From an optimization exercise on the open Yosys and OpenROAD flow, aimed at small area and a short achievable clock period; shortcuts taken in it are not production practice. Only simulation tests tie the RTL to the original design; equivalence was not proved.

===== flow/config.mk =====
export PLATFORM = sky130hd
export DESIGN_NAME = notch_filter
export DESIGN_NICKNAME = notch_filter
export VERILOG_FILES = /design/flow/design.v
export SDC_FILE = /design/flow/constraint.sdc
export NUM_CORES = 4
export LEC_CHECK = 0
export CAP_MARGIN = 20
export CORE_MARGIN = 2
export CORE_UTILIZATION = 40
export CTS_CLUSTER_DIAMETER = 100
export CTS_CLUSTER_SIZE = 30
export SLEW_MARGIN = 20
export SYNTH_HIERARCHICAL = 1

===== flow/constraint.sdc =====
create_clock -name core_clock -period 12.0 [get_ports {clk}]
set_input_delay 2.4000 -clock core_clock [delete_from_list [all_inputs] [get_ports {clk}]]
set_output_delay 2.4000 -clock core_clock [all_outputs]
set_load 0.01 [all_outputs]

===== flow/design.v =====
`timescale 1ns / 1ps
module nf_fa (input logic a, input logic b, input logic c, output logic s, output logic co);
    assign s = a ^ b ^ c;
    assign co = (a & b) | (a & c) | (b & c);
endmodule
module nf_ha (input logic a, input logic b, output logic s, output logic co);
    assign s = a ^ b;
    assign co = a & b;
endmodule
module nf_csa8 (input logic [7:0] a, input logic [7:0] b, input logic [7:0] c, output logic [15:0] y);
    for (genvar i = 0; i < 8; i++) begin : g
        nf_fa u (.a(a[i]), .b(b[i]), .c(c[i]), .s(y[i]), .co(y[8 + i]));
    end
endmodule
module nf_add8 (input logic [7:0] a, input logic [7:0] b, input logic cin, output logic [8:0] y);
    logic [8:0] c;
    assign c[0] = cin;
    for (genvar i = 0; i < 8; i++) begin : g
        nf_fa u (.a(a[i]), .b(b[i]), .c(c[i]), .s(y[i]), .co(c[i + 1]));
    end
    assign y[8] = c[8];
endmodule
module notch_filter #(
    parameter int DATA_WIDTH = 16
)(
    input  logic                    clk,
    input  logic                    rst_n,
    input  logic                    valid_i,
    input  logic signed [DATA_WIDTH-1:0] data_i,
    output logic                    valid_o,
    output logic signed [DATA_WIDTH-1:0] data_o
);
    logic [15:0] x;
    logic [31:0] s1, s2;
    logic [8:1] p;
    logic n80;
    logic n81;
    logic n82;
    logic n83;
    logic n84;
    logic n85;
    logic n86;
    logic n87;
    logic n88;
    logic n89;
    logic n90;
    logic n91;
    logic n92;
    logic n93;
    logic n94;
    logic n95;
    logic n96;
    logic n97;
    logic n98;
    logic n99;
    logic n100;
    logic n101;
    logic n102;
    logic n103;
    logic n104;
    logic n105;
    logic n106;
    logic n107;
    logic n108;
    logic n109;
    logic n110;
    logic n111;
    logic n112;
    logic n113;
    logic n114;
    logic n115;
    logic n116;
    logic n117;
    logic n118;
    logic n119;
    logic n120;
    logic n121;
    logic n122;
    logic n123;
    logic n124;
    logic n125;
    logic n126;
    logic n127;
    logic n128;
    logic n129;
    logic n130;
    logic n131;
    logic n132;
    logic n133;
    logic n134;
    logic n135;
    logic n136;
    logic n137;
    logic n138;
    logic n139;
    logic n140;
    logic n141;
    logic n142;
    logic n143;
    logic n144;
    logic n145;
    logic n146;
    logic n147;
    logic n148;
    logic n149;
    logic n150;
    logic n151;
    logic n152;
    logic n153;
    logic n154;
    logic n155;
    logic n156;
    logic n157;
    logic n158;
    logic n159;
    logic n160;
    logic n161;
    logic n162;
    logic n163;
    logic n164;
    logic n165;
    logic n166;
    logic n167;
    logic n168;
    logic n169;
    logic n170;
    logic n171;
    logic n172;
    logic n173;
    logic n174;
    logic n175;
    logic n176;
    logic n177;
    logic n178;
    logic n179;
    logic n180;
    logic n181;
    logic n182;
    logic n183;
    logic n184;
    logic n185;
    logic n186;
    logic n187;
    logic n188;
    logic n189;
    logic n190;
    logic n191;
    logic n192;
    logic n193;
    logic n194;
    logic n195;
    logic n196;
    logic n197;
    logic n198;
    logic n199;
    logic n200;
    logic n201;
    logic n208;
    logic n209;
    logic n210;
    logic n211;
    logic n212;
    logic n213;
    logic n214;
    logic n215;
    logic n216;
    logic n217;
    logic n218;
    logic n219;
    logic n220;
    logic n221;
    logic n222;
    logic n223;
    logic n224;
    logic n225;
    logic n226;
    logic n227;
    logic n228;
    logic n229;
    logic n230;
    logic n231;
    logic n232;
    logic n233;
    logic n234;
    logic n235;
    logic n236;
    logic n237;
    logic n238;
    logic n239;
    logic n240;
    logic n241;
    logic n242;
    logic n243;
    logic n244;
    logic n245;
    logic n246;
    logic n247;
    logic n248;
    logic n249;
    logic n250;
    logic n251;
    logic n252;
    logic n253;
    logic n254;
    logic n255;
    logic n256;
    logic n257;
    logic n258;
    logic n259;
    logic n260;
    logic n261;
    logic n262;
    logic n263;
    logic n266;
    logic n267;
    logic n268;
    logic n269;
    logic n270;
    logic n271;
    logic n272;
    logic n273;
    logic n274;
    logic n275;
    logic n276;
    logic n277;
    logic n278;
    logic n279;
    logic n280;
    logic n281;
    logic n282;
    logic n283;
    logic n284;
    logic n285;
    logic n286;
    logic n287;
    logic n288;
    logic n289;
    logic n290;
    logic n291;
    logic n292;
    logic n293;
    logic n294;
    logic n295;
    logic n296;
    logic n297;
    logic n298;
    logic n299;
    logic n300;
    logic n301;
    logic n302;
    logic n303;
    logic n304;
    logic n305;
    logic n306;
    logic n307;
    logic n308;
    logic n309;
    logic n310;
    logic n311;
    logic n312;
    logic n313;
    logic n314;
    logic n315;
    logic n316;
    logic n317;
    logic n318;
    logic n319;
    logic n320;
    logic n321;
    logic n322;
    logic n323;
    logic n324;
    logic n325;
    logic n326;
    logic n327;
    logic n328;
    logic n329;
    logic n348;
    logic n349;
    logic n350;
    logic n351;
    logic n352;
    logic n353;
    logic n354;
    logic n355;
    logic n356;
    logic n357;
    logic n358;
    logic n359;
    logic n360;
    logic n361;
    logic n362;
    logic n363;
    logic n364;
    logic n365;
    logic n366;
    logic n367;
    logic n368;
    logic n369;
    logic n370;
    logic n371;
    logic n372;
    logic n373;
    logic n374;
    logic n375;
    logic n376;
    logic n377;
    logic n378;
    logic n379;
    logic n380;
    logic n381;
    logic n382;
    logic n383;
    logic n384;
    logic n385;
    logic n412;
    logic n413;
    logic n414;
    logic n415;
    logic n416;
    logic n417;
    logic n418;
    logic n419;
    logic n420;
    logic n421;
    logic n422;
    logic n423;
    logic n424;
    logic n425;
    logic n426;
    logic n427;
    logic n428;
    logic n429;
    logic n430;
    logic n431;
    logic n432;
    logic n433;
    logic n434;
    logic n435;
    logic n436;
    logic n437;
    logic n438;
    logic n439;
    logic n440;
    logic n441;
    logic n442;
    logic n443;
    logic n444;
    logic n445;
    logic n446;
    logic n447;
    logic n448;
    logic n449;
    logic n450;
    logic n451;
    logic n452;
    logic n453;
    logic n454;
    logic n455;
    logic n456;
    logic n457;
    logic n458;
    logic n459;
    logic n460;
    logic n461;
    logic n462;
    logic n463;
    logic n464;
    logic n465;
    logic n466;
    logic n467;
    logic n468;
    logic n469;
    logic n470;
    logic n471;
    logic n472;
    logic n473;
    logic n474;
    logic n475;
    logic n476;
    logic n477;
    logic n478;
    logic n479;
    logic n480;
    logic n481;
    logic n482;
    logic n483;
    logic n484;
    logic n485;
    logic n486;
    logic n487;
    logic n488;
    logic n489;
    logic n490;
    logic n491;
    logic n492;
    logic n493;
    logic n494;
    logic n495;
    logic n496;
    logic n497;
    logic n498;
    logic n499;
    logic n500;
    logic n501;
    logic n502;
    logic n503;
    logic n504;
    logic n505;
    logic n506;
    logic n507;
    logic n508;
    logic n509;
    logic n510;
    logic n511;
    logic n512;
    logic n513;
    logic n514;
    logic n515;
    logic n516;
    logic n517;
    logic n518;
    logic n519;
    logic n520;
    logic n521;
    logic n522;
    logic n523;
    logic n524;
    logic n525;
    logic n526;
    logic n527;
    logic n528;
    logic n529;
    logic n530;
    logic n531;
    logic n532;
    logic n533;
    logic n534;
    logic n535;
    logic n536;
    logic n537;
    logic n538;
    logic n539;
    logic n540;
    logic n541;
    logic n542;
    logic n543;
    logic n544;
    logic n545;
    logic n546;
    logic n547;
    logic n548;
    logic n549;
    logic n550;
    logic n551;
    logic n552;
    logic n553;
    logic n554;
    logic n555;
    logic n556;
    logic n557;
    logic n558;
    logic n559;
    logic n560;
    logic n561;
    logic n562;
    logic n563;
    logic n564;
    logic n565;
    logic n566;
    logic n567;
    logic n568;
    logic n569;
    logic n570;
    logic n571;
    logic n572;
    logic n573;
    logic n574;
    logic n575;
    logic n576;
    logic n577;
    logic n578;
    logic n579;
    logic n580;
    logic n581;
    logic n582;
    logic n583;
    logic n584;
    logic n585;
    logic n586;
    logic n587;
    logic n588;
    logic n589;
    logic n590;
    logic n591;
    logic n592;
    logic n593;
    logic n594;
    logic n595;
    logic n596;
    logic n597;
    logic xs1;
    logic xs2;
    logic xs3;
    logic n88_d1;
    logic n90_d1;
    logic n92_d1;
    logic n94_d1;
    logic n96_d1;
    logic n98_d1;
    logic n100_d1;
    logic n101_d1;
    logic n108_d1;
    logic n109_d1;
    logic n120_d1;
    logic n121_d1;
    logic n140_d1;
    logic n141_d1;
    logic n145_d1;
    logic n162_d1;
    logic n163_d1;
    logic n180_d1;
    logic n182_d1;
    logic n183_d1;
    logic n200_d1;
    logic n220_d1;
    logic n222_d1;
    logic n223_d1;
    logic n238_d1;
    logic n240_d1;
    logic n241_d1;
    logic n258_d1;
    logic n260_d1;
    logic n261_d1;
    logic n283_d1;
    logic n301_d1;
    logic n320_d1;
    logic n321_d1;
    logic n348_d1;
    logic n350_d1;
    logic n352_d1;
    logic n353_d1;
    logic n364_d1;
    logic n366_d1;
    logic n368_d1;
    logic n370_d1;
    logic n372_d1;
    logic n373_d1;
    logic n380_d1;
    logic n382_d1;
    logic n384_d1;
    logic n384_d2;
    logic n412_d1;
    logic n412_d2;
    logic n413_d1;
    logic n414_d1;
    logic n416_d1;
    logic n418_d1;
    logic n420_d1;
    logic n422_d1;
    logic n424_d1;
    logic n426_d1;
    logic n428_d1;
    logic n430_d1;
    logic n431_d1;
    logic n438_d1;
    logic n440_d1;
    logic n442_d1;
    logic n444_d1;
    logic n446_d1;
    logic n447_d1;
    logic n448_d1;
    logic n450_d1;
    logic n452_d1;
    logic n454_d1;
    logic n455_d1;
    logic n458_d1;
    logic n460_d1;
    logic n462_d1;
    logic n464_d1;
    logic n466_d1;
    logic n468_d1;
    logic n470_d1;
    logic n472_d1;
    logic n474_d1;
    logic n475_d1;
    logic n478_d1;
    logic n480_d1;
    logic n482_d1;
    logic n484_d1;
    logic n485_d1;
    logic n486_d1;
    logic n487_d1;
    logic n502_d1;
    logic n504_d1;
    logic n505_d1;
    logic n522_d1;
    logic n524_d1;
    logic n525_d1;
    logic n535_d1;
    logic n548_d1;
    logic n549_d1;
    logic n564_d1;
    logic n565_d1;
    logic n584_d1;
    logic n585_d1;
    logic xd15_1;
    nf_ha u80 (.a(x[2]), .b(x[0]), .s(n80), .co(n81));
    nf_fa u82 (.a(x[3]), .b(x[1]), .c(n81), .s(n82), .co(n83));
    nf_fa u84 (.a(x[4]), .b(x[2]), .c(n83), .s(n84), .co(n85));
    nf_fa u86 (.a(x[5]), .b(x[3]), .c(n85), .s(n86), .co(n87));
    nf_fa u88 (.a(x[6]), .b(x[4]), .c(n87), .s(n88), .co(n89));
    nf_fa u90 (.a(x[7]), .b(x[5]), .c(n89), .s(n90), .co(n91));
    nf_fa u92 (.a(x[8]), .b(x[6]), .c(n91), .s(n92), .co(n93));
    nf_fa u94 (.a(x[9]), .b(x[7]), .c(n93), .s(n94), .co(n95));
    nf_fa u96 (.a(x[10]), .b(x[8]), .c(n95), .s(n96), .co(n97));
    nf_fa u98 (.a(x[11]), .b(x[9]), .c(n97), .s(n98), .co(n99));
    nf_fa u100 (.a(x[12]), .b(x[10]), .c(n99), .s(n100), .co(n101));
    nf_fa u102 (.a(x[13]), .b(x[11]), .c(n101_d1), .s(n102), .co(n103));
    nf_fa u104 (.a(x[14]), .b(x[12]), .c(n103), .s(n104), .co(n105));
    nf_fa u106 (.a(x[15]), .b(x[13]), .c(n105), .s(n106), .co(n107));
    nf_fa u108 (.a(x[15]), .b(x[14]), .c(n107), .s(n108), .co(n109));
    nf_ha u110 (.a(n86), .b(x[0]), .s(n110), .co(n111));
    nf_fa u112 (.a(n88), .b(x[1]), .c(n111), .s(n112), .co(n113));
    nf_fa u114 (.a(n90), .b(n80), .c(n113), .s(n114), .co(n115));
    nf_fa u116 (.a(n92), .b(n82), .c(n115), .s(n116), .co(n117));
    nf_fa u118 (.a(n94), .b(n84), .c(n117), .s(n118), .co(n119));
    nf_fa u120 (.a(n96), .b(n86), .c(n119), .s(n120), .co(n121));
    nf_fa u122 (.a(n98_d1), .b(n88_d1), .c(n121_d1), .s(n122), .co(n123));
    nf_fa u124 (.a(n100_d1), .b(n90_d1), .c(n123), .s(n124), .co(n125));
    nf_fa u126 (.a(n102), .b(n92_d1), .c(n125), .s(n126), .co(n127));
    nf_fa u128 (.a(n104), .b(n94_d1), .c(n127), .s(n128), .co(n129));
    nf_fa u130 (.a(n106), .b(n96_d1), .c(n129), .s(n130), .co(n131));
    nf_fa u132 (.a(n108), .b(n98_d1), .c(n131), .s(n132), .co(n133));
    nf_fa u134 (.a(n109), .b(n100_d1), .c(n133), .s(n134), .co(n135));
    nf_fa u136 (.a(x[15]), .b(n102), .c(n135), .s(n136), .co(n137));
    nf_fa u138 (.a(x[15]), .b(n104), .c(n137), .s(n138), .co(n139));
    nf_fa u140 (.a(x[15]), .b(n106), .c(n139), .s(n140), .co(n141));
    nf_fa u142 (.a(xs2), .b(n108_d1), .c(n141_d1), .s(n142), .co(n143));
    nf_fa u144 (.a(xs2), .b(n109_d1), .c(n143), .s(n144), .co(n145));
    nf_ha u146 (.a(~x[1]), .b(~x[0]), .s(n146), .co(n147));
    nf_ha u148 (.a(~n80), .b(n147), .s(n148), .co(n149));
    nf_ha u150 (.a(~n82), .b(n149), .s(n150), .co(n151));
    nf_ha u152 (.a(~n84), .b(n151), .s(n152), .co(n153));
    nf_ha u154 (.a(~n110), .b(n153), .s(n154), .co(n155));
    nf_ha u156 (.a(~n112), .b(n155), .s(n156), .co(n157));
    nf_ha u158 (.a(~n114), .b(n157), .s(n158), .co(n159));
    nf_ha u160 (.a(~n116), .b(n159), .s(n160), .co(n161));
    nf_ha u162 (.a(~n118), .b(n161), .s(n162), .co(n163));
    nf_ha u164 (.a(~n120_d1), .b(n163_d1), .s(n164), .co(n165));
    nf_ha u166 (.a(~n122), .b(n165), .s(n166), .co(n167));
    nf_fa u168 (.a(x[0]), .b(~n124), .c(n167), .s(n168), .co(n169));
    nf_fa u170 (.a(x[1]), .b(~n126), .c(n169), .s(n170), .co(n171));
    nf_fa u172 (.a(x[2]), .b(~n128), .c(n171), .s(n172), .co(n173));
    nf_fa u174 (.a(x[3]), .b(~n130), .c(n173), .s(n174), .co(n175));
    nf_fa u176 (.a(x[4]), .b(~n132), .c(n175), .s(n176), .co(n177));
    nf_fa u178 (.a(x[5]), .b(~n134), .c(n177), .s(n178), .co(n179));
    nf_fa u180 (.a(x[6]), .b(~n136), .c(n179), .s(n180), .co(n181));
    nf_fa u182 (.a(x[7]), .b(~n138), .c(n181), .s(n182), .co(n183));
    nf_fa u184 (.a(x[8]), .b(~n140_d1), .c(n183_d1), .s(n184), .co(n185));
    nf_fa u186 (.a(x[9]), .b(~n142), .c(n185), .s(n186), .co(n187));
    nf_fa u188 (.a(x[10]), .b(~n144), .c(n187), .s(n188), .co(n189));
    nf_fa u190 (.a(x[11]), .b(~n145), .c(n189), .s(n190), .co(n191));
    nf_fa u192 (.a(x[12]), .b(~n145), .c(n191), .s(n192), .co(n193));
    nf_fa u194 (.a(x[13]), .b(~n145), .c(n193), .s(n194), .co(n195));
    nf_fa u196 (.a(x[14]), .b(~n145), .c(n195), .s(n196), .co(n197));
    nf_fa u198 (.a(xs2), .b(~n145), .c(n197), .s(n198), .co(n199));
    nf_fa u200 (.a(xs1), .b(~n145), .c(n199), .s(n200), .co(n201));
    nf_fa u208 (.a(x[3]), .b(n146), .c(n81), .s(n208), .co(n209));
    nf_fa u210 (.a(x[4]), .b(n148), .c(n209), .s(n210), .co(n211));
    nf_fa u212 (.a(x[5]), .b(n150), .c(n211), .s(n212), .co(n213));
    nf_fa u214 (.a(x[6]), .b(n152), .c(n213), .s(n214), .co(n215));
    nf_fa u216 (.a(x[7]), .b(n154), .c(n215), .s(n216), .co(n217));
    nf_fa u218 (.a(x[8]), .b(n156), .c(n217), .s(n218), .co(n219));
    nf_fa u220 (.a(x[9]), .b(n158), .c(n219), .s(n220), .co(n221));
    nf_fa u222 (.a(x[10]), .b(n160), .c(n221), .s(n222), .co(n223));
    nf_fa u224 (.a(x[11]), .b(n162_d1), .c(n223_d1), .s(n224), .co(n225));
    nf_fa u226 (.a(x[12]), .b(n164), .c(n225), .s(n226), .co(n227));
    nf_fa u228 (.a(x[13]), .b(n166), .c(n227), .s(n228), .co(n229));
    nf_fa u230 (.a(x[14]), .b(n168), .c(n229), .s(n230), .co(n231));
    nf_fa u232 (.a(x[15]), .b(n170), .c(n231), .s(n232), .co(n233));
    nf_fa u234 (.a(x[15]), .b(n172), .c(n233), .s(n234), .co(n235));
    nf_fa u236 (.a(x[15]), .b(n174), .c(n235), .s(n236), .co(n237));
    nf_fa u238 (.a(x[15]), .b(n176), .c(n237), .s(n238), .co(n239));
    nf_fa u240 (.a(x[15]), .b(n178), .c(n239), .s(n240), .co(n241));
    nf_fa u242 (.a(xs2), .b(n180_d1), .c(n241_d1), .s(n242), .co(n243));
    nf_fa u244 (.a(xs2), .b(n182_d1), .c(n243), .s(n244), .co(n245));
    nf_fa u246 (.a(xs2), .b(n184), .c(n245), .s(n246), .co(n247));
    nf_fa u248 (.a(xs1), .b(n186), .c(n247), .s(n248), .co(n249));
    nf_fa u250 (.a(x[15]), .b(n188), .c(n249), .s(n250), .co(n251));
    nf_fa u252 (.a(xs2), .b(n190), .c(n251), .s(n252), .co(n253));
    nf_fa u254 (.a(xs1), .b(n192), .c(n253), .s(n254), .co(n255));
    nf_fa u256 (.a(x[15]), .b(n194), .c(n255), .s(n256), .co(n257));
    nf_fa u258 (.a(xs2), .b(n196), .c(n257), .s(n258), .co(n259));
    nf_fa u260 (.a(xs1), .b(n198), .c(n259), .s(n260), .co(n261));
    nf_fa u262 (.a(xs3), .b(n200_d1), .c(n261_d1), .s(n262), .co(n263));
    nf_ha u266 (.a(s1[0]), .b(x[0]), .s(n266), .co(n267));
    nf_fa u268 (.a(s1[1]), .b(x[1]), .c(n267), .s(n268), .co(n269));
    nf_fa u270 (.a(s1[2]), .b(n80), .c(n269), .s(n270), .co(n271));
    nf_fa u272 (.a(s1[3]), .b(n208), .c(n271), .s(n272), .co(n273));
    nf_fa u274 (.a(s1[4]), .b(n210), .c(n273), .s(n274), .co(n275));
    nf_fa u276 (.a(s1[5]), .b(n212), .c(n275), .s(n276), .co(n277));
    nf_fa u278 (.a(s1[6]), .b(n214), .c(n277), .s(n278), .co(n279));
    nf_fa u280 (.a(s1[7]), .b(n216), .c(n279), .s(n280), .co(n281));
    nf_fa u282 (.a(s1[8]), .b(n218), .c(n281), .s(n282), .co(n283));
    nf_fa u284 (.a(s1[9]), .b(n220_d1), .c(n283_d1), .s(n284), .co(n285));
    nf_fa u286 (.a(s1[10]), .b(n222_d1), .c(n285), .s(n286), .co(n287));
    nf_fa u288 (.a(s1[11]), .b(n224), .c(n287), .s(n288), .co(n289));
    nf_fa u290 (.a(s1[12]), .b(n226), .c(n289), .s(n290), .co(n291));
    nf_fa u292 (.a(s1[13]), .b(n228), .c(n291), .s(n292), .co(n293));
    nf_fa u294 (.a(s1[14]), .b(n230), .c(n293), .s(n294), .co(n295));
    nf_fa u296 (.a(s1[15]), .b(n232), .c(n295), .s(n296), .co(n297));
    nf_fa u298 (.a(s1[16]), .b(n234), .c(n297), .s(n298), .co(n299));
    nf_fa u300 (.a(s1[17]), .b(n236), .c(n299), .s(n300), .co(n301));
    nf_fa u302 (.a(s1[18]), .b(n238_d1), .c(n301_d1), .s(n302), .co(n303));
    nf_fa u304 (.a(s1[19]), .b(n240_d1), .c(n303), .s(n304), .co(n305));
    nf_fa u306 (.a(s1[20]), .b(n242), .c(n305), .s(n306), .co(n307));
    nf_fa u308 (.a(s1[21]), .b(n244), .c(n307), .s(n308), .co(n309));
    nf_fa u310 (.a(s1[22]), .b(n246), .c(n309), .s(n310), .co(n311));
    nf_fa u312 (.a(s1[23]), .b(n248), .c(n311), .s(n312), .co(n313));
    nf_fa u314 (.a(s1[24]), .b(n250), .c(n313), .s(n314), .co(n315));
    nf_fa u316 (.a(s1[25]), .b(n252), .c(n315), .s(n316), .co(n317));
    nf_fa u318 (.a(s1[26]), .b(n254), .c(n317), .s(n318), .co(n319));
    nf_fa u320 (.a(s1[27]), .b(n256), .c(n319), .s(n320), .co(n321));
    nf_fa u322 (.a(s1[28]), .b(n258_d1), .c(n321_d1), .s(n322), .co(n323));
    nf_fa u324 (.a(s1[29]), .b(n260_d1), .c(n323), .s(n324), .co(n325));
    nf_fa u326 (.a(s1[30]), .b(n262), .c(n325), .s(n326), .co(n327));
    nf_fa u328 (.a(s1[31]), .b(n262), .c(n327), .s(n328), .co(n329));
    nf_ha u348 (.a(~x[0]), .b(n294), .s(n348), .co(n349));
    nf_fa u350 (.a(~x[1]), .b(n296), .c(n349), .s(n350), .co(n351));
    nf_fa u352 (.a(~x[2]), .b(n298), .c(n351), .s(n352), .co(n353));
    nf_fa u354 (.a(x[3]), .b(s1[17]), .c(~n353_d1), .s(n354), .co(n355));
    nf_fa u356 (.a(x[4]), .b(~n302), .c(n355), .s(n356), .co(n357));
    nf_fa u358 (.a(x[5]), .b(~n304), .c(n357), .s(n358), .co(n359));
    nf_fa u360 (.a(x[6]), .b(~n306), .c(n359), .s(n360), .co(n361));
    nf_fa u362 (.a(x[7]), .b(~n308), .c(n361), .s(n362), .co(n363));
    nf_fa u364 (.a(x[8]), .b(~n310), .c(n363), .s(n364), .co(n365));
    nf_fa u366 (.a(x[9]), .b(~n312), .c(n365), .s(n366), .co(n367));
    nf_fa u368 (.a(x[10]), .b(~n314), .c(n367), .s(n368), .co(n369));
    nf_fa u370 (.a(x[11]), .b(~n316), .c(n369), .s(n370), .co(n371));
    nf_fa u372 (.a(x[12]), .b(~n318), .c(n371), .s(n372), .co(n373));
    nf_fa u374 (.a(x[13]), .b(~n320_d1), .c(n373_d1), .s(n374), .co(n375));
    nf_fa u376 (.a(x[14]), .b(~n322), .c(n375), .s(n376), .co(n377));
    nf_fa u378 (.a(xs3), .b(~n324), .c(n377), .s(n378), .co(n379));
    nf_fa u380 (.a(xs3), .b(~n326), .c(n379), .s(n380), .co(n381));
    nf_fa u382 (.a(xs3), .b(~n328), .c(n381), .s(n382), .co(n383));
    nf_fa u384 (.a(xs3), .b(~n328), .c(n383), .s(n384), .co(n385));
    nf_ha u412 (.a(~n350), .b(~n348), .s(n412), .co(n413));
    nf_fa u414 (.a(n352_d1), .b(n350_d1), .c(~n413_d1), .s(n414), .co(n415));
    nf_fa u416 (.a(~n354), .b(n352_d1), .c(n415), .s(n416), .co(n417));
    nf_fa u418 (.a(n356), .b(n354), .c(~n417), .s(n418), .co(n419));
    nf_fa u420 (.a(n358), .b(n356), .c(n419), .s(n420), .co(n421));
    nf_fa u422 (.a(n360), .b(n358), .c(n421), .s(n422), .co(n423));
    nf_fa u424 (.a(n362), .b(n360), .c(n423), .s(n424), .co(n425));
    nf_fa u426 (.a(n364), .b(n362), .c(n425), .s(n426), .co(n427));
    nf_fa u428 (.a(n366), .b(n364), .c(n427), .s(n428), .co(n429));
    nf_fa u430 (.a(n368), .b(n366), .c(n429), .s(n430), .co(n431));
    nf_fa u432 (.a(n370_d1), .b(n368_d1), .c(n431_d1), .s(n432), .co(n433));
    nf_fa u434 (.a(n372_d1), .b(n370_d1), .c(n433), .s(n434), .co(n435));
    nf_fa u436 (.a(n374), .b(n372_d1), .c(n435), .s(n436), .co(n437));
    nf_fa u438 (.a(n376), .b(n374), .c(n437), .s(n438), .co(n439));
    nf_fa u440 (.a(n378), .b(n376), .c(n439), .s(n440), .co(n441));
    nf_fa u442 (.a(n380), .b(n378), .c(n441), .s(n442), .co(n443));
    nf_fa u444 (.a(n382), .b(n380), .c(n443), .s(n444), .co(n445));
    nf_fa u446 (.a(n384), .b(n382), .c(n445), .s(n446), .co(n447));
    nf_ha u448 (.a(n420), .b(~n348_d1), .s(n448), .co(n449));
    nf_fa u450 (.a(n422), .b(n412_d1), .c(n449), .s(n450), .co(n451));
    nf_fa u452 (.a(n424), .b(~n414), .c(n451), .s(n452), .co(n453));
    nf_fa u454 (.a(n426), .b(~n416), .c(n453), .s(n454), .co(n455));
    nf_fa u456 (.a(n428_d1), .b(n418_d1), .c(n455_d1), .s(n456), .co(n457));
    nf_fa u458 (.a(n430_d1), .b(n420_d1), .c(n457), .s(n458), .co(n459));
    nf_fa u460 (.a(n432), .b(n422_d1), .c(n459), .s(n460), .co(n461));
    nf_fa u462 (.a(n434), .b(n424_d1), .c(n461), .s(n462), .co(n463));
    nf_fa u464 (.a(n436), .b(n426_d1), .c(n463), .s(n464), .co(n465));
    nf_fa u466 (.a(n438), .b(n428_d1), .c(n465), .s(n466), .co(n467));
    nf_fa u468 (.a(n440), .b(n430_d1), .c(n467), .s(n468), .co(n469));
    nf_fa u470 (.a(n442), .b(n432), .c(n469), .s(n470), .co(n471));
    nf_fa u472 (.a(n444), .b(n434), .c(n471), .s(n472), .co(n473));
    nf_fa u474 (.a(n446), .b(n436), .c(n473), .s(n474), .co(n475));
    nf_fa u476 (.a(n447_d1), .b(n438_d1), .c(n475_d1), .s(n476), .co(n477));
    nf_fa u478 (.a(n447_d1), .b(n440_d1), .c(n477), .s(n478), .co(n479));
    nf_fa u480 (.a(n447_d1), .b(n442_d1), .c(n479), .s(n480), .co(n481));
    nf_fa u482 (.a(n447_d1), .b(n444_d1), .c(n481), .s(n482), .co(n483));
    nf_fa u484 (.a(n447_d1), .b(n446_d1), .c(n483), .s(n484), .co(n485));
    nf_ha u486 (.a(n454), .b(~n348_d1), .s(n486), .co(n487));
    nf_fa u488 (.a(n456), .b(n412_d2), .c(n487_d1), .s(n488), .co(n489));
    nf_fa u490 (.a(n458), .b(~n414_d1), .c(n489), .s(n490), .co(n491));
    nf_fa u492 (.a(n460), .b(~n416_d1), .c(n491), .s(n492), .co(n493));
    nf_fa u494 (.a(n462), .b(n418_d1), .c(n493), .s(n494), .co(n495));
    nf_fa u496 (.a(n464), .b(n448_d1), .c(n495), .s(n496), .co(n497));
    nf_fa u498 (.a(n466), .b(n450_d1), .c(n497), .s(n498), .co(n499));
    nf_fa u500 (.a(n468), .b(n452_d1), .c(n499), .s(n500), .co(n501));
    nf_fa u502 (.a(n470), .b(n454_d1), .c(n501), .s(n502), .co(n503));
    nf_fa u504 (.a(n472), .b(n456), .c(n503), .s(n504), .co(n505));
    nf_fa u506 (.a(n474_d1), .b(n458_d1), .c(n505_d1), .s(n506), .co(n507));
    nf_fa u508 (.a(n476), .b(n460_d1), .c(n507), .s(n508), .co(n509));
    nf_fa u510 (.a(n478), .b(n462_d1), .c(n509), .s(n510), .co(n511));
    nf_fa u512 (.a(n480), .b(n464_d1), .c(n511), .s(n512), .co(n513));
    nf_fa u514 (.a(n482), .b(n466_d1), .c(n513), .s(n514), .co(n515));
    nf_fa u516 (.a(n484), .b(n468_d1), .c(n515), .s(n516), .co(n517));
    nf_fa u518 (.a(n485), .b(n470_d1), .c(n517), .s(n518), .co(n519));
    nf_fa u520 (.a(n485), .b(n472_d1), .c(n519), .s(n520), .co(n521));
    nf_fa u522 (.a(n485), .b(n474_d1), .c(n521), .s(n522), .co(n523));
    nf_fa u524 (.a(n485), .b(n476), .c(n523), .s(n524), .co(n525));
    nf_fa u526 (.a(n485_d1), .b(n478_d1), .c(n525_d1), .s(n526), .co(n527));
    nf_fa u528 (.a(n485_d1), .b(n480_d1), .c(n527), .s(n528), .co(n529));
    nf_fa u530 (.a(n485_d1), .b(n482_d1), .c(n529), .s(n530), .co(n531));
    nf_fa u532 (.a(n485_d1), .b(n484_d1), .c(n531), .s(n532), .co(n533));
    nf_ha u534 (.a(~n348), .b(s2[0]), .s(n534), .co(n535));
    nf_fa u536 (.a(n412_d1), .b(s2[1]), .c(n535_d1), .s(n536), .co(n537));
    nf_fa u538 (.a(~n414), .b(s2[2]), .c(n537), .s(n538), .co(n539));
    nf_fa u540 (.a(~n416), .b(s2[3]), .c(n539), .s(n540), .co(n541));
    nf_fa u542 (.a(n418), .b(s2[4]), .c(n541), .s(n542), .co(n543));
    nf_fa u544 (.a(n448), .b(s2[5]), .c(n543), .s(n544), .co(n545));
    nf_fa u546 (.a(n450), .b(s2[6]), .c(n545), .s(n546), .co(n547));
    nf_fa u548 (.a(n452), .b(s2[7]), .c(n547), .s(n548), .co(n549));
    nf_fa u550 (.a(n486_d1), .b(s2[8]), .c(n549_d1), .s(n550), .co(n551));
    nf_fa u552 (.a(n488), .b(s2[9]), .c(n551), .s(n552), .co(n553));
    nf_fa u554 (.a(n490), .b(s2[10]), .c(n553), .s(n554), .co(n555));
    nf_fa u556 (.a(n492), .b(s2[11]), .c(n555), .s(n556), .co(n557));
    nf_fa u558 (.a(n494), .b(s2[12]), .c(n557), .s(n558), .co(n559));
    nf_fa u560 (.a(n496), .b(s2[13]), .c(n559), .s(n560), .co(n561));
    nf_fa u562 (.a(n498), .b(s2[14]), .c(n561), .s(n562), .co(n563));
    nf_fa u564 (.a(n500), .b(s2[15]), .c(n563), .s(n564), .co(n565));
    nf_fa u566 (.a(n502_d1), .b(s2[16]), .c(n565_d1), .s(n566), .co(n567));
    nf_fa u568 (.a(n504_d1), .b(s2[17]), .c(n567), .s(n568), .co(n569));
    nf_fa u570 (.a(n506), .b(s2[18]), .c(n569), .s(n570), .co(n571));
    nf_fa u572 (.a(n508), .b(s2[19]), .c(n571), .s(n572), .co(n573));
    nf_fa u574 (.a(n510), .b(s2[20]), .c(n573), .s(n574), .co(n575));
    nf_fa u576 (.a(n512), .b(s2[21]), .c(n575), .s(n576), .co(n577));
    nf_fa u578 (.a(n514), .b(s2[22]), .c(n577), .s(n578), .co(n579));
    nf_fa u580 (.a(n516), .b(s2[23]), .c(n579), .s(n580), .co(n581));
    nf_fa u582 (.a(n518), .b(s2[24]), .c(n581), .s(n582), .co(n583));
    nf_fa u584 (.a(n520), .b(s2[25]), .c(n583), .s(n584), .co(n585));
    nf_fa u586 (.a(n522_d1), .b(s2[26]), .c(n585_d1), .s(n586), .co(n587));
    nf_fa u588 (.a(n524_d1), .b(s2[27]), .c(n587), .s(n588), .co(n589));
    nf_fa u590 (.a(n526), .b(s2[28]), .c(n589), .s(n590), .co(n591));
    nf_fa u592 (.a(n528), .b(s2[29]), .c(n591), .s(n592), .co(n593));
    nf_fa u594 (.a(n530), .b(s2[30]), .c(n593), .s(n594), .co(n595));
    nf_fa u596 (.a(n532), .b(s2[31]), .c(n595), .s(n596), .co(n597));
    always_ff @(posedge clk) begin
        xs1 <= x[15];
        xs2 <= xs1;
        xs3 <= xs2;
        n88_d1 <= n88;
        n90_d1 <= n90;
        n92_d1 <= n92;
        n94_d1 <= n94;
        n96_d1 <= n96;
        n98_d1 <= n98;
        n100_d1 <= n100;
        n101_d1 <= n101;
        n108_d1 <= n108;
        n109_d1 <= n109;
        n120_d1 <= n120;
        n121_d1 <= n121;
        n140_d1 <= n140;
        n141_d1 <= n141;
        n145_d1 <= n145;
        n162_d1 <= n162;
        n163_d1 <= n163;
        n180_d1 <= n180;
        n182_d1 <= n182;
        n183_d1 <= n183;
        n200_d1 <= n200;
        n220_d1 <= n220;
        n222_d1 <= n222;
        n223_d1 <= n223;
        n238_d1 <= n238;
        n240_d1 <= n240;
        n241_d1 <= n241;
        n258_d1 <= n258;
        n260_d1 <= n260;
        n261_d1 <= n261;
        n283_d1 <= n283;
        n301_d1 <= n301;
        n320_d1 <= n320;
        n321_d1 <= n321;
        n348_d1 <= n348;
        n350_d1 <= n350;
        n352_d1 <= n352;
        n353_d1 <= n353;
        n364_d1 <= n364;
        n366_d1 <= n366;
        n368_d1 <= n368;
        n370_d1 <= n370;
        n372_d1 <= n372;
        n373_d1 <= n373;
        n380_d1 <= n380;
        n382_d1 <= n382;
        n384_d1 <= n384;
        n384_d2 <= n384_d1;
        n412_d1 <= n412;
        n412_d2 <= n412_d1;
        n413_d1 <= n413;
        n414_d1 <= n414;
        n416_d1 <= n416;
        n418_d1 <= n418;
        n420_d1 <= n420;
        n422_d1 <= n422;
        n424_d1 <= n424;
        n426_d1 <= n426;
        n428_d1 <= n428;
        n430_d1 <= n430;
        n431_d1 <= n431;
        n438_d1 <= n438;
        n440_d1 <= n440;
        n442_d1 <= n442;
        n444_d1 <= n444;
        n446_d1 <= n446;
        n447_d1 <= n447;
        n448_d1 <= n448;
        n450_d1 <= n450;
        n452_d1 <= n452;
        n454_d1 <= n454;
        n455_d1 <= n455;
        n458_d1 <= n458;
        n460_d1 <= n460;
        n462_d1 <= n462;
        n464_d1 <= n464;
        n466_d1 <= n466;
        n468_d1 <= n468;
        n470_d1 <= n470;
        n472_d1 <= n472;
        n474_d1 <= n474;
        n475_d1 <= n475;
        n478_d1 <= n478;
        n480_d1 <= n480;
        n482_d1 <= n482;
        n484_d1 <= n484;
        n485_d1 <= n485;
        n486_d1 <= n486;
        n487_d1 <= n487;
        n502_d1 <= n502;
        n504_d1 <= n504;
        n505_d1 <= n505;
        n522_d1 <= n522;
        n524_d1 <= n524;
        n525_d1 <= n525;
        n535_d1 <= n535;
        n548_d1 <= n548;
        n549_d1 <= n549;
        n564_d1 <= n564;
        n565_d1 <= n565;
        n584_d1 <= n584;
        n585_d1 <= n585;
        xd15_1 <= x[15];
        if (valid_i) x <= data_i;
    end
    always_ff @(posedge clk or negedge rst_n) begin
        if (!rst_n) begin
            p  <= '0;
            s1 <= '0;
            s2 <= '0;
        end else begin
            p <= {p[7:1], valid_i};
            if (p[2]) s1[0] <= n534;
            if (p[3]) s1[1] <= n536;
            if (p[3]) s1[2] <= n538;
            if (p[3]) s1[3] <= n540;
            if (p[3]) s1[4] <= n542;
            if (p[3]) s1[5] <= n544;
            if (p[3]) s1[6] <= n546;
            if (p[4]) s1[7] <= n548_d1;
            if (p[4]) s1[8] <= n550;
            if (p[4]) s1[9] <= n552;
            if (p[4]) s1[10] <= n554;
            if (p[4]) s1[11] <= n556;
            if (p[4]) s1[12] <= n558;
            if (p[4]) s1[13] <= n560;
            if (p[2]) s1[14] <= ~n294;
            if (p[4]) s1[14] <= n562;
            if (p[2]) s1[15] <= ~n296;
            if (p[5]) s1[15] <= n564_d1;
            if (p[2]) s1[16] <= ~n298;
            if (p[5]) s1[16] <= n566;
            if (p[2]) s1[17] <= ~n300;
            if (p[5]) s1[17] <= n568;
            if (p[3]) s1[18] <= ~n302;
            if (p[5]) s1[18] <= n570;
            if (p[3]) s1[19] <= ~n304;
            if (p[5]) s1[19] <= n572;
            if (p[3]) s1[20] <= ~n306;
            if (p[5]) s1[20] <= n574;
            if (p[3]) s1[21] <= ~n308;
            if (p[5]) s1[21] <= n576;
            if (p[3]) s1[22] <= ~n310;
            if (p[5]) s1[22] <= n578;
            if (p[3]) s1[23] <= ~n312;
            if (p[5]) s1[23] <= n580;
            if (p[3]) s1[24] <= ~n314;
            if (p[5]) s1[24] <= n582;
            if (p[3]) s1[25] <= ~n316;
            if (p[6]) s1[25] <= n584_d1;
            if (p[3]) s1[26] <= ~n318;
            if (p[6]) s1[26] <= n586;
            if (p[4]) s1[27] <= ~n320_d1;
            if (p[6]) s1[27] <= n588;
            if (p[4]) s1[28] <= ~n322;
            if (p[6]) s1[28] <= n590;
            if (p[4]) s1[29] <= ~n324;
            if (p[6]) s1[29] <= n592;
            if (p[4]) s1[30] <= ~n326;
            if (p[6]) s1[30] <= n594;
            if (p[4]) s1[31] <= ~n328;
            if (p[6]) s1[31] <= n596;
            if (p[5]) s2[7:0] <= ds_s2;
            if (p[6]) s2[15:8] <= ds_s2;
            if (p[7]) s2[23:16] <= ds_s2;
            if (p[8]) s2[31:24] <= ds_s2;
        end
    end
    logic [15:0] ds_xq1;
    logic [15:0] ds_xq2;
    logic [15:0] ds_xq3;
    logic [7:0] ds_x, ds_q, ds_d, ds_e, ds_e5, ds_e165, ds_t2, ds_s2;
    logic [7:0] ds_rd, ds_rd1, ds_rd2, ds_rd3, ds_re, ds_re165, ds_dr, ds_qr;
    logic [1:0] ds_eh, ds_e165h;
    logic [6:0] ds_e5h;
    logic [7:0] ds_re5, ds_v, ds_w;
    logic [15:0] ds_cs;
    logic ds_ca1, ds_ca2, ds_cb1, ds_cb2, ds_cc1, ds_cc2;
    logic [8:0] ds_sa1, ds_sa2, ds_sb1, ds_sb2, ds_sc1, ds_sc2;
    nf_add8 u_ds_sa2 (.a(ds_dr), .b(ds_qr), .cin(ds_ca2), .y(ds_sa2));
    assign ds_e = ds_sa2[7:0];
    nf_add8 u_ds_sb1 (.a(ds_e), .b({ds_e[5:0], ds_eh}), .cin(ds_cb1), .y(ds_sb1));
    assign ds_e5 = ds_sb1[7:0];
    nf_add8 u_ds_sc1 (.a(ds_e), .b({ds_rd1[1:0], ds_rd2[7:2]}), .cin(ds_cc1), .y(ds_sc1));
    assign ds_t2 = ds_sc1[7:0];
    assign ds_v = ~{ds_re5[5:0], ds_e5h[6:5]};
    assign ds_w = ~{ds_re5[0], ds_e5h};
    nf_csa8 u_ds_cs (.a(ds_re), .b(ds_v), .c(ds_w), .y(ds_cs));
    nf_add8 u_ds_sc2 (.a(ds_cs[7:0]), .b({ds_cs[14:8], ds_cb2}), .cin(ds_cc2), .y(ds_sc2));
    assign ds_s2 = ds_sc2[7:0];
    always_ff @(posedge clk) begin
        ds_dr <= p[3] ? {n362, n360, n358, n356, n354, ~n352_d1, ~n350_d1, ~n348_d1} : p[4] ? {n378, n376, n374, n372_d1, n370_d1, n368_d1, n366_d1, n364_d1} : p[5] ? {n384_d1, n384_d1, n384_d1, n384_d1, n384_d1, n384_d1, n382_d1, n380_d1} : {n384_d2, n384_d2, n384_d2, n384_d2, n384_d2, n384_d2, n384_d2, n384_d2};
        ds_qr <= p[3] ? {~n308, ~n306, ~n304, ~n302, s1[17], s1[16], s1[15], s1[14]} : p[4] ? {~n324, ~n322, ~n320_d1, s1[26], s1[25], s1[24], s1[23], s1[22]} : p[5] ? {s1[31], s1[31], s1[31], s1[31], s1[31], s1[31], s1[31], s1[30]} : {s1[31], s1[31], s1[31], s1[31], s1[31], s1[31], s1[31], s1[31]};
        ds_ca2 <= p[3] | ds_sa2[8];
        ds_cb1 <= ~p[3] & ds_sb1[8];
        ds_cc1 <= ~p[3] & ds_sc1[8];
        ds_eh <= p[3] ? 2'b0 : ds_e[7:6];
        ds_rd1 <= p[3] ? 8'b0 : ds_dr;
        ds_rd2 <= (p[3] | p[4]) ? 8'b0 : ds_rd1;
        ds_re <= ds_t2;
        ds_re5 <= ds_e5;
        ds_cb2 <= p[4] | ds_cs[15];
        ds_cc2 <= p[4] | ds_sc2[8];
        ds_e5h <= p[4] ? 7'b0 : ds_re5[7:1];
    end
    assign valid_o = p[4];
    assign data_o[0] = ~s1[14];
    assign data_o[1] = ~s1[15];
    assign data_o[2] = ~s1[16];
    assign data_o[3] = ~s1[17];
    assign data_o[4] = ~s1[18];
    assign data_o[5] = ~s1[19];
    assign data_o[6] = ~s1[20];
    assign data_o[7] = ~s1[21];
    assign data_o[8] = ~s1[22];
    assign data_o[9] = ~s1[23];
    assign data_o[10] = ~s1[24];
    assign data_o[11] = ~s1[25];
    assign data_o[12] = ~s1[26];
    assign data_o[13] = n320_d1;
    assign data_o[14] = n322;
    assign data_o[15] = n324;
endmodule

===== flow/run.sh =====
#!/bin/bash
# synth_recipe.tcl (not shown) runs the flow's synth.tcl, then flattens the netlist and writes it again
# the make line also repeats each setting of config.mk as NAME=value (left out here)
make -C /OpenROAD-flow-scripts/flow DESIGN_CONFIG=/design/flow/config.mk WORK_HOME=/design/flow/orfs CLKGATE_MAP_FILE= SYNTH_SCRIPT=/design/flow/synth_recipe.tcl finish

==> impl_results.md, run 1 <==
* Routed wire length at 23800 µm
* WS Path Type: flop to flop
* CP arrival at 5230 ps
* Main synth FF type: dfxtp_1
* Fin area at 13700 µm²
* 1st-iter DRT viols at 246
* Clock Sinks at 252
* Starting Density at 40.9%
* Setup ws final at 7140 ps
* Layout cells sized above 1 at 9.40%
* Die ar. at 32900 µm²
* Routed WL per cell at 19.2 µm
* GR Util met3 at 2.07%
* Worst-Skew Late Latency at 490 ps
* Clk slew on worst S/H paths at 110 ps
* Ant. Diodes at 0
* IO Pins at 36
* HP Class: flop to flop
* CP required at 12370 ps
* Pre-CTS WS at 7110 ps
* CTS Buffer Depth at 3
* Layout Nets at 1126
* Die Height at 181 µm
* Busiest grt layer: met2
* CTS hold repair buffers at 0
* Clk_skew at 27.3 ps
* DR vias at 5653
* Routed Antenna Nets at 0
* Synthesized net count at 1097
* Number of setup buffers added after CTS at 0
* Grt met2 use at 25.1%
* GP Congestion at 0.802
* GRT overflow at 0
* Period minus WS final at 4860 ps
* Most common cell after layout, fill and taps aside: fa_1
* Met1 usage at 22.5%
* Syn Std Cell Area at 12600 µm²
* Post-synthesis sequential area ratio at 44.2%
* Vias in the first global route at 6443
* Total GRT Usage at 15.4%
* Site Rows at 64
* Async set-reset flop share out of synthesis at 28.6%
* Core area at 30800 µm²
* DRC at 0
* Inserted Clock Buffers at 12
* Root Buffer: clkbuf_16
* Fillcell total at 2721
* Via density per instance at 4.57
* H-tree levels at 1
* CP Max Fanout at 4
* Global-route wire length before repair at 38200 µm
* Max-cap viol count at 0
* Slew Limit Fails at 0
* Yosys warns at 7
* Synthesis-to-layout area growth at 8.87%
* CTS resizes at 0
* Antenna violations before repair at 0
* CTS tree: yes
* DRT Pass-1 Iters at 4
* Final hold vios at 0
* Setup violators final at 0
* CP Capture Type: flop
* DP Area at 13300 µm²
* Crit path launch type: flop
* Setup TNS Final at 0 ps
* DP HPWL at 19300 µm
* Pin count of the biggest net entering global routing at 72
* RSZ-0062 raised after global routing: no
* Most frequent cells in the layout: fa_1, dfxtp_1, inv_1, dfrtp_1, mux2_2
* Number of flops mapped to enable cells by yosys at 16
* Status: finished clean
* Period utilisation layout at 40.5%
* Worst slew pin tran at 947 ps
* Relative slew slack at 36.9%
* Yosys cell types at 32
* Port bufs at 35
* Achievable frequency at 206 MHz
* Die Wd at 181 µm
* #FFs+latches synth at 252
* Post-Syn Instances at 805
* Mean post-synth cell area at 15.7 µm²
==> stage by stage <==
| step | hold WS [ps] | utilization (%) | std cells |
|---|---|---|---|
| 2_1_floorplan | 331 | - | 805 |
| 3_3_place_gp | 332 | 43.2 | 1216 |
| 3_5_place_dp | 336 | 43.2 | 1216 |
| 4_1_cts | 363 | 44.5 | 1236 |
| 5_1_grt | 372 | 44.5 | 1236 |
| 6_report | 360 | 44.5 | 1236 |
==> layer usage <==
| layer | wire, µm | vias up |
|---|---|---|
| met5 | 0 | - |
| li1 | - | 2548 |
| met1 | 11100 | 2993 |
| met2 | 11300 | 92 |
| met4 | 346 | 0 |
| met3 | 985 | 20 |
==> layout make-up <==
type	count	area, µm²	area share (%)
multi-input cells	450	6580	48.0
flip-flops and latches	252	5570	40.6
well taps	396	495	3.61
repair buffers	40	385	2.81
clock buffers	19	379	2.76
inverters	78	293	2.13
clock inverters	1	16.3	0.119
==> worst max-delay path, stage by stage, from the launching register on <==
cell	delay [ps]
edfxtp_1	520
ha_1	290
fa_1	390
fa_1	390
fa_1	390
fa_1	390
fa_1	390
fa_1	380
fa_1	390
fa_1	390
fa_1	390
fa_1	440
==> registers in the layout, summed over array words and instances, names as in the netlist, 7 cells and up <==
register	cells
ds_rd1	8
ds_re	8
x	16
s2	32
ds_re5	8
p	8
s1	32
ds_e5h	7
ds_qr	8
ds_dr	8
==> path summary, 6_finish.rpt <==
| check | from | endpoint | slack (ps) | cells past startpoint |
|---|---|---|---|---|
| setup / recovery | x[2] | n100_d1 | 7140 | 11 |
| hold / removal | p[1] | p[2] | 360 | 0 |
| setup reg to reg | x[2] | n100_d1 | 7140 | 11 |
| hold reg to reg | p[1] | p[2] | 360 | 0 |
| max in group asynchronous | rst_n | s2[27] | 9220 | 2 |
| min in group asynchronous | rst_n | s1[28] | 1700 | 1 |
==> cell usage after synthesis, types with 4 or more instances <==
library cell  number  area (µm²)
nand2_1           31         116
buf_4              9        67.6
ha_1              19         238
mux2i_1            6        60.1
and2_1             7        43.8
o21ai_0           30         150
inv_1             76         285
nor2_1             8        30.0
dfrtp_1           72        1800
edfxtp_1          16         480
mux2_2            46         518
a21oi_1            7        35.0
nor2b_1           11        68.8
buf_2              7        35.0
a211oi_1           5        37.5
o221a_2            4        45.0
and2b_1            5        37.5
fa_1             254        5080
dfxtp_1          164        3280
clkbuf_1           6        22.5
==> Yosys stat by module, one instance, submodules excluded, a selection <==
module | copies in the design | cell area (µm²) | cells inside | flip-flops and latches
nf_add8 | 4 | 7.51 | 1 | 0
nf_fa | 254 | 20.0 | 1 | 0
nf_ha | 19 | 12.5 | 1 | 0
notch_filter | 1 | 7250 | 528 | 252
==> cells by family after synthesis <==
group | Yosys count | share of synthesized area [%]
DFF | 252 | 44.2
and+or+nand+nor | 70 | 2.74
buffers and inverters | 103 | 3.58
AOI/OAI and AO/OA | 55 | 2.68
muxes | 52 | 4.59
adders and majority gates | 273 | 42.2
==> run 2, diff against run 1 <==
--- a/flow/config.mk
+++ b/flow/config.mk
@@ -7,7 +7,7 @@
 export LEC_CHECK = 0
 export CAP_MARGIN = 20
 export CORE_MARGIN = 2
-export CORE_UTILIZATION = 40
+export CORE_UTILIZATION = 35
 export CTS_CLUSTER_DIAMETER = 100
 export CTS_CLUSTER_SIZE = 30
 export SLEW_MARGIN = 20
==> run 2 against run 1 <==
Synthesized cell count stayed put; count of clock-buffer cells in the layout is 2 lower; highest routed layer unchanged; register-to-register slack hardly changed; maximum frequency is 0.11% lower; cell count is 5.1% higher; via count is 1.7% higher; still clean; utilization is 5.7 points lower; sequential cell count stayed put; first-iteration DRC count is 29% higher; design area is 0.28% higher.
==> impl_results.md, run 2 <==
* Via density per instance at 4.43 (-3.2%)
* IO Pins at 36 (unchanged)
* Max-cap viol count at 0 (unchanged)
* CP arrival at 5240 ps (about the same)
* DP HPWL at 20300 µm (+5.3%)
* Synth cell count leaders: fa_1, dfxtp_1, inv_1
* CP Max Fanout at 4 (unchanged)
* Critical Path Most Common Cell: fa_1
* Port bufs at 35 (unchanged)
* Total GRT Usage at 14.2% (-1.3 points)
* Critical path's slowest cell: edfxtp_1
* CP Capture Type: flop
* Hold Path End: p[2]
* Ant. Diodes at 0 (unchanged)
* Worst-Skew Late Latency at 490 ps (about the same)
* Routed wire length at 24900 µm (+4.9%)
* Async set-reset flop share out of synthesis at 28.6% (unchanged)
* CP cell instances: ha_1, fa_1, fa_1, fa_1, fa_1, fa_1, fa_1, fa_1, fa_1, fa_1, fa_1
* 1st-iter DRT viols at 318 (+29%)
* CTS Buffer Depth at 3 (unchanged)
* Post-Syn Instances at 805 (unchanged)
* Achievable frequency at 205 MHz (-0.11%)
* Routed Antenna Nets at 0 (unchanged)
* Die ar. at 37500 µm² (+14%)
* Number of setup buffers added after CTS at 0 (unchanged)
* Relative slew slack at 31.5% (-5.3 points)
* Setup TNS Final at 0 ps (unchanged)
* Clock Sinks at 252 (unchanged)
* Synthesis-to-layout area growth at 9.17%
* CP top delay family: adder cells
* Clk_skew at 16.1 ps (-11.1 ps)
* Worst r2r dst: n100_d1
* Post-synth top area share at 40.4% (unchanged)
* Largest regs: s1 x32, s2 x32, x x16
* Global-route wire length before repair at 40300 µm (+5.5%)
* CP required at 12370 ps (about the same)
* Count leader, synth: fa_1
* Mean post-synth cell area at 15.7 µm² (unchanged)
* Site Rows at 69 (+7.8%)
* WS Path Type: flop to flop
* Yosys cell types at 32 (unchanged)
* Period minus WS final at 4870 ps (+5.23 ps)
* Post-synthesis sequential area ratio at 44.2% (unchanged)
* Most frequent cells in the layout: fa_1, dfxtp_1, inv_1, dfrtp_1, mux2_2
* Starting Density at 35.5% (-5.4 points)
* Pin count of the biggest net entering global routing at 73 (+1.4%)
* Inserted Clock Buffers at 12 (unchanged)
* Multi-input logic area at 6580 µm² (unchanged)
* Routed WL per cell at 19.2 µm (-0.15%)
* Final hold vios at 0 (unchanged)
* Main synth FF type: dfxtp_1
* Syn Std Cell Area at 12600 µm² (unchanged)
* Layout cells sized above 1 at 9.19% (-0.22 points)
* Buf+Inv Stages, Crit Path at 0 (unchanged)
* Min-delay src: p[1]
* Synth top area cells: fa_1, dfxtp_1, dfrtp_1, mux2_2, edfxtp_1
* Register area at 5570 µm² (unchanged)
* Setup violators final at 0 (unchanged)
* Number of flops mapped to enable cells by yosys at 16 (unchanged)
* Reg2reg start: x[2]
* Die Wd at 194 µm (+6.7%)
* Status: finished clean
* Post-synth top area cell: fa_1
* Most common cell after layout, fill and taps aside: fa_1
* Met2 routed WL at 12100 µm (+6.7%)
* Met3 WL at 920 µm (-6.6%)
* GP Congestion at 0.795 (-0.89%)
* Slew Limit Fails at 0 (unchanged)
* Met1 wire length at 11300 µm (+2.0%)
* Layout Nets at 1125 (-0.089%)
* Max stage delay on crit path at 530 ps (about the same)
* Core area at 35500 µm² (+15%)
* FF-to-FF path depth at 11 (unchanged)
* Hold Path Depth at 0 (unchanged)
* FF-to-FF setup slack at 7130 ps (about the same)
* Yosys warns at 7 (unchanged)
* Crit path launch type: flop
* RSZ-0062 raised after global routing: no
* Root Buffer: clkbuf_16
* CTS resizes at 0 (unchanged)
* Clk slew on worst S/H paths at 110 ps (about the same)
* Fillcell total at 3343 (+23%)
* H-tree levels at 1 (unchanged)
* Min Hold Slack at 353 ps (-7.82 ps)
* Period utilisation layout at 40.6% (+0.044 points)
* Top Layer Used: met4
* Vias in the first global route at 6790 (+5.4%)
* DRC at 0 (unchanged)
* CTS tree: yes
* HP Class: flop to flop
* Synthesized net count at 1097 (unchanged)
* Antenna violations before repair at 0 (unchanged)
* DR vias at 5749 (+1.7%)
* Die Height at 194 µm (+6.7%)
* GRT overflow at 0 (unchanged)
* CTS hold repair buffers at 0 (unchanged)
* Worst slew pin tran at 1030 ps (+80.0 ps)
* #FFs+latches synth at 252 (unchanged)
* DRT Pass-1 Iters at 4 (unchanged)
==> run 2: layout make-up <==
class	instances	share of cell area [%]
repair buffers	39	2.75
clock inverters	2	0.146
flip-flops and latches	252	40.5
well taps	461	4.19
inverters	78	2.13
clock buffers	17	2.47
multi-input cells	450	47.9
==> run 2: cell families (layout without fill, tap and decap cells) <==
| kind of cell | count (synthesis) | after routing | share of synthesized area, % |
|---|---|---|---|
| compound gates | 55 | 55 | 2.68 |
| mux | 52 | 52 | 4.59 |
| buf+inv | 103 | 136 | 3.58 |
| flops | 252 | 252 | 44.2 |
| simple gates | 70 | 70 | 2.74 |
| fa+ha+maj | 273 | 273 | 42.2 |
==> run 2: layer usage <==
metal	vias up	GRT usage (%)
li1	2536	-
met1	3100	20.3
met2	84	23.1
met3	29	1.70
met4	0	3.31
met5	-	0
==> run 2: how the worst max path moves through the flow <==
stage | slack, ps | startpoint | end | depth (start not counted)
after global placement | 7170 | x[2] | n100_d1 | 11
after CTS | 7090 | x[2] | n100_d1 | 11
after detailed placement | 7100 | x[2] | n100_d1 | 11
after global routing | 6980 | x[2] | n100_d1 | 11
final | 7130 | x[2] | n100_d1 | 11
after floorplan | 7330 | x[2] | n100_d1 | 11
==> run 2: Yosys stat by module (local to each module, per instance), a selection <==
module	cells	flops+latches	times used	cell area (µm²)
notch_filter	528	252	1	7250
nf_add8	1	0	4	7.51
nf_ha	1	0	19	12.5
nf_fa	1	0	254	20.0
==> run 2: stage by stage <==
step / utilization (%) / setup WS (ps) / instance area, µm² / cells
floorplan: - / 7330 / 12600 / 805
global placement: 37.8 / 7170 / 13400 / 1280
detailed placement: 37.8 / 7100 / 13400 / 1280
CTS: 38.8 / 7090 / 13800 / 1299
global route: 38.8 / 6980 / 13800 / 1299
finish: 38.8 / 7130 / 13800 / 1299
==> run 3, diff against run 2 <==
--- a/flow/config.mk
+++ b/flow/config.mk
@@ -7,7 +7,7 @@
 export LEC_CHECK = 0
 export CAP_MARGIN = 20
 export CORE_MARGIN = 2
-export CORE_UTILIZATION = 35
+export CORE_UTILIZATION = 48
 export CTS_CLUSTER_DIAMETER = 100
 export CTS_CLUSTER_SIZE = 30
 export SLEW_MARGIN = 20
==> run 3 against run 2 <==
Still clean; via count barely moved; wire length is 0.15% higher; clock skew fell by 3.8 ps; global-route usage grew 5.2 points; sequential cell count stayed put; synthesized cell count did not move; design area shrank 1.0%; synthesized area did not move; cell count decreased by 9.6%; count of clock-buffer cells in the layout did not move; highest routed layer unchanged.
==> impl_results.md, run 3 <==
* Status: finished clean
* Routed wire length at 25000 µm (+0.15%)
* DR vias at 5752 (+0.052%)
* Critical path's slowest cell: fa_1
* Buf+Inv Stages, Crit Path at 1 (+1)
* DRT Pass-1 Iters at 4 (unchanged)
* Synth cell count leaders: fa_1, dfxtp_1, inv_1
* CP cell instances: fa_1, inv_1, fa_1, fa_1, fa_1, fa_1, fa_1, fa_1, fa_1, fa_1, fa_1
* Max stage delay on crit path at 630 ps (+100 ps)
* Global-route wire length before repair at 40300 µm (-0.17%)
* Async set-reset flop share out of synthesis at 28.6% (unchanged)
* WS Path Type: flop to flop
* Max-cap viol count at 0 (unchanged)
* Number of flops mapped to enable cells by yosys at 16 (unchanged)
* GP Congestion at 0.842 (+5.9%)
* GRT overflow at 0 (unchanged)
* #FFs+latches synth at 252 (unchanged)
* Main synth FF type: dfxtp_1
* Die Height at 166 µm (-14%)
* CP top delay family: adder cells
* CTS hold repair buffers at 0 (unchanged)
* Via density per instance at 4.90 (+11%)
* H-tree levels at 1 (unchanged)
* Syn Std Cell Area at 12600 µm² (unchanged)
* HP Class: flop to flop
* Worst-Skew Late Latency at 480 ps (about the same)
* Inserted Clock Buffers at 12 (unchanged)
* Slew Limit Fails at 0 (unchanged)
* Synthesis-to-layout area growth at 8.03%
* Root Buffer: clkbuf_16
* Post-synthesis sequential area ratio at 44.2% (unchanged)
* Setup TNS Final at 0 ps (unchanged)
* Core area at 25900 µm² (-27%)
* Layout Nets at 1125 (unchanged)
* Period minus WS final at 4900 ps (+31.5 ps)
* Period utilisation layout at 40.8% (+0.26 points)
* Vias in the first global route at 6914 (+1.8%)
* IO Pins at 36 (unchanged)
* Post-Syn Instances at 805 (unchanged)
* Clk slew on worst S/H paths at 110 ps (about the same)
* Achievable frequency at 204 MHz (-0.64%)
* Pin count of the biggest net entering global routing at 73 (unchanged)
* Site Rows at 59 (-14%)
* Mean post-synth cell area at 15.7 µm² (unchanged)
* Number of setup buffers added after CTS at 0 (unchanged)
* Most frequent cells in the layout: fa_1, dfxtp_1, inv_1, dfrtp_1, mux2_2
* Layout Cells excl Fill at 1174 (-9.6%)
* Reg2reg start: s1[18]
* Total GRT Usage at 19.3% (+5.2 points)
* CP Max Fanout at 3 (-1)
* Cells after DPL at 1154 (-9.8%)
* Min-delay src: p[1]
* Routed WL per cell at 21.3 µm (+11%)
* Setup violators final at 0 (unchanged)
* Synth top area cells: fa_1, dfxtp_1, dfrtp_1, mux2_2, edfxtp_1
* Port bufs at 35 (unchanged)
* CP arrival at 5270 ps (+30 ps)
* Worst slew pin tran at 1050 ps (+23.1 ps)
* Routed Antenna Nets at 0 (unchanged)
* Synthesized net count at 1097 (unchanged)
* Final hold vios at 0 (unchanged)
* Fillcell total at 2093 (-37%)
* CTS tree: yes
* Clock Sinks at 252 (unchanged)
* Critical Path Most Common Cell: fa_1
* Count leader, synth: fa_1
* Most common cell after layout, fill and taps aside: fa_1
* CP Launch Point: s1[18]
* Die Wd at 166 µm (-14%)
* CTS resizes at 0 (unchanged)
* Post-synth top area share at 40.4% (unchanged)
* Layout cells sized above 1 at 9.43% (+0.24 points)
* Clk_skew at 12.3 ps (-3.82 ps)
* 1st-iter DRT viols at 303 (-4.7%)
* DP HPWL at 20400 µm (+0.55%)
* DRC at 0 (unchanged)
* CP Capture Type: flop
* Starting Density at 48.6% (+13 points)
* Relative slew slack at 30.0% (-1.5 points)
* CTS Buffer Depth at 3 (unchanged)
* CP required at 12370 ps (about the same)
* Largest regs: s1 x32, s2 x32, x x16
* Die ar. at 27600 µm² (-27%)
* Antenna violations before repair at 2 (+2)
* RSZ-0062 raised after global routing: no
* Yosys cell types at 32 (unchanged)
* Crit path launch type: flop
* Yosys warns at 7 (unchanged)
* Post-synth top area cell: fa_1
## run 3: final timing paths
kind | endpoint | slack [ps] | cells past startpoint
max | n372_d1 | 7100 | 11
min | p[2] | 360 | 0
max reg2reg | n372_d1 | 7100 | 11
min reg2reg | p[2] | 360 | 0
max in group asynchronous | s1[31] | 9290 | 1
min in group asynchronous | p[6] | 2030 | 1
## run 3: modules after synthesis, one instance, submodules excluded, excerpt
module,times used,cell area [µm²],flip-flops and latches,cells inside
nf_add8,4,7.51,0,1
nf_ha,19,12.5,0,1
nf_fa,254,20.0,0,1
notch_filter,1,7250,252,528
## run 3: per-layer routing
| layer | track usage, % | vias to the layer above | part of all wire (%) |
|---|---|---|---|
| met1 | 27.9 | 3074 | 45 |
| met2 | 32.2 | 112 | 49 |
| li1 | - | 2548 | - |
| met5 | 0 | - | 0 |
| met3 | 2.76 | 18 | 4.8 |
| met4 | 3.10 | 0 | 1.3 |
## run 3: area by class of cell
cell class,instances,area [µm²],area share [%]
Clock buffer,17,354,2.60
Timing Repair Buffer,39,378,2.78
Tap cell,335,419,3.08
Clock inverter,2,17.5,0.129
Multi-Input combinational cell,450,6580,48.4
Inverter,78,293,2.15
Sequential cell,252,5570,40.9
Antenna cell,1,2.50,0.0184
## run 3: worst register-to-register path, cell delays in order, from the launching register on
cell and delay, ps:
dfrtp_1 440, fa_1 630, inv_1 100, fa_1 410, fa_1 390, fa_1 410, fa_1 410, fa_1 400
fa_1 390, fa_1 380, fa_1 390, fa_1 440
## run 3: cells by family after synthesis
logic type,after synthesis,share of synthesized area [%]
buffers and inverters,103,3.58
and+or+nand+nor,70,2.74
adders and majority gates,273,42.2
muxes,52,4.59
AOI/OAI and AO/OA,55,2.68
DFF,252,44.2
## run 3: metrics by stage
stage | hold WS [ps] | cell area (µm²) | worst slack, ps | util (%)
after floorplan | 331 | 12600 | 7330 | -
after global placement | 336 | 13200 | 7200 | 51.1
after detailed placement | 336 | 13200 | 7060 | 51.1
after CTS | 361 | 13600 | 7060 | 52.5
after global routing | 367 | 13600 | 6880 | 52.5
final | 360 | 13600 | 7100 | 52.5

## separate check: timing with driven ports
No port has a modelled driver above. Below, the same layouts with a new extraction and two added sets of constraints.
Step 1, drivers: a clkbuf_16 drives clk and a buf_2 each remaining input, both assumed.
Step 2 adds t to the input delays and takes it off the output delays; t is the mean of the earliest and latest rising clock arrival at the registers after step 1. Input paths then give back, and output paths get back, about the clock's delay inside the block.
a / b / c = ideal / step 1 / step 2; a / b = the first two.
run | shift t [ns] | setup slack, ns | clock arrival spread, ns | worst slew at a driven data input, ns | pins driven straight from the clock port
run 1 | 0.520 | 7.137 / 7.137 / 7.137 | 0.027 / 0.028 | 0.04 | 1
run 2 | 0.530 | 7.131 / 7.118 / 7.131 | 0.018 / 0.019 | 0.04 | 1
run 3 | 0.520 | 7.100 / 7.100 / 7.100 | 0.013 / 0.013 | 0.04 | 1
After both steps every run listed still meets setup and hold.
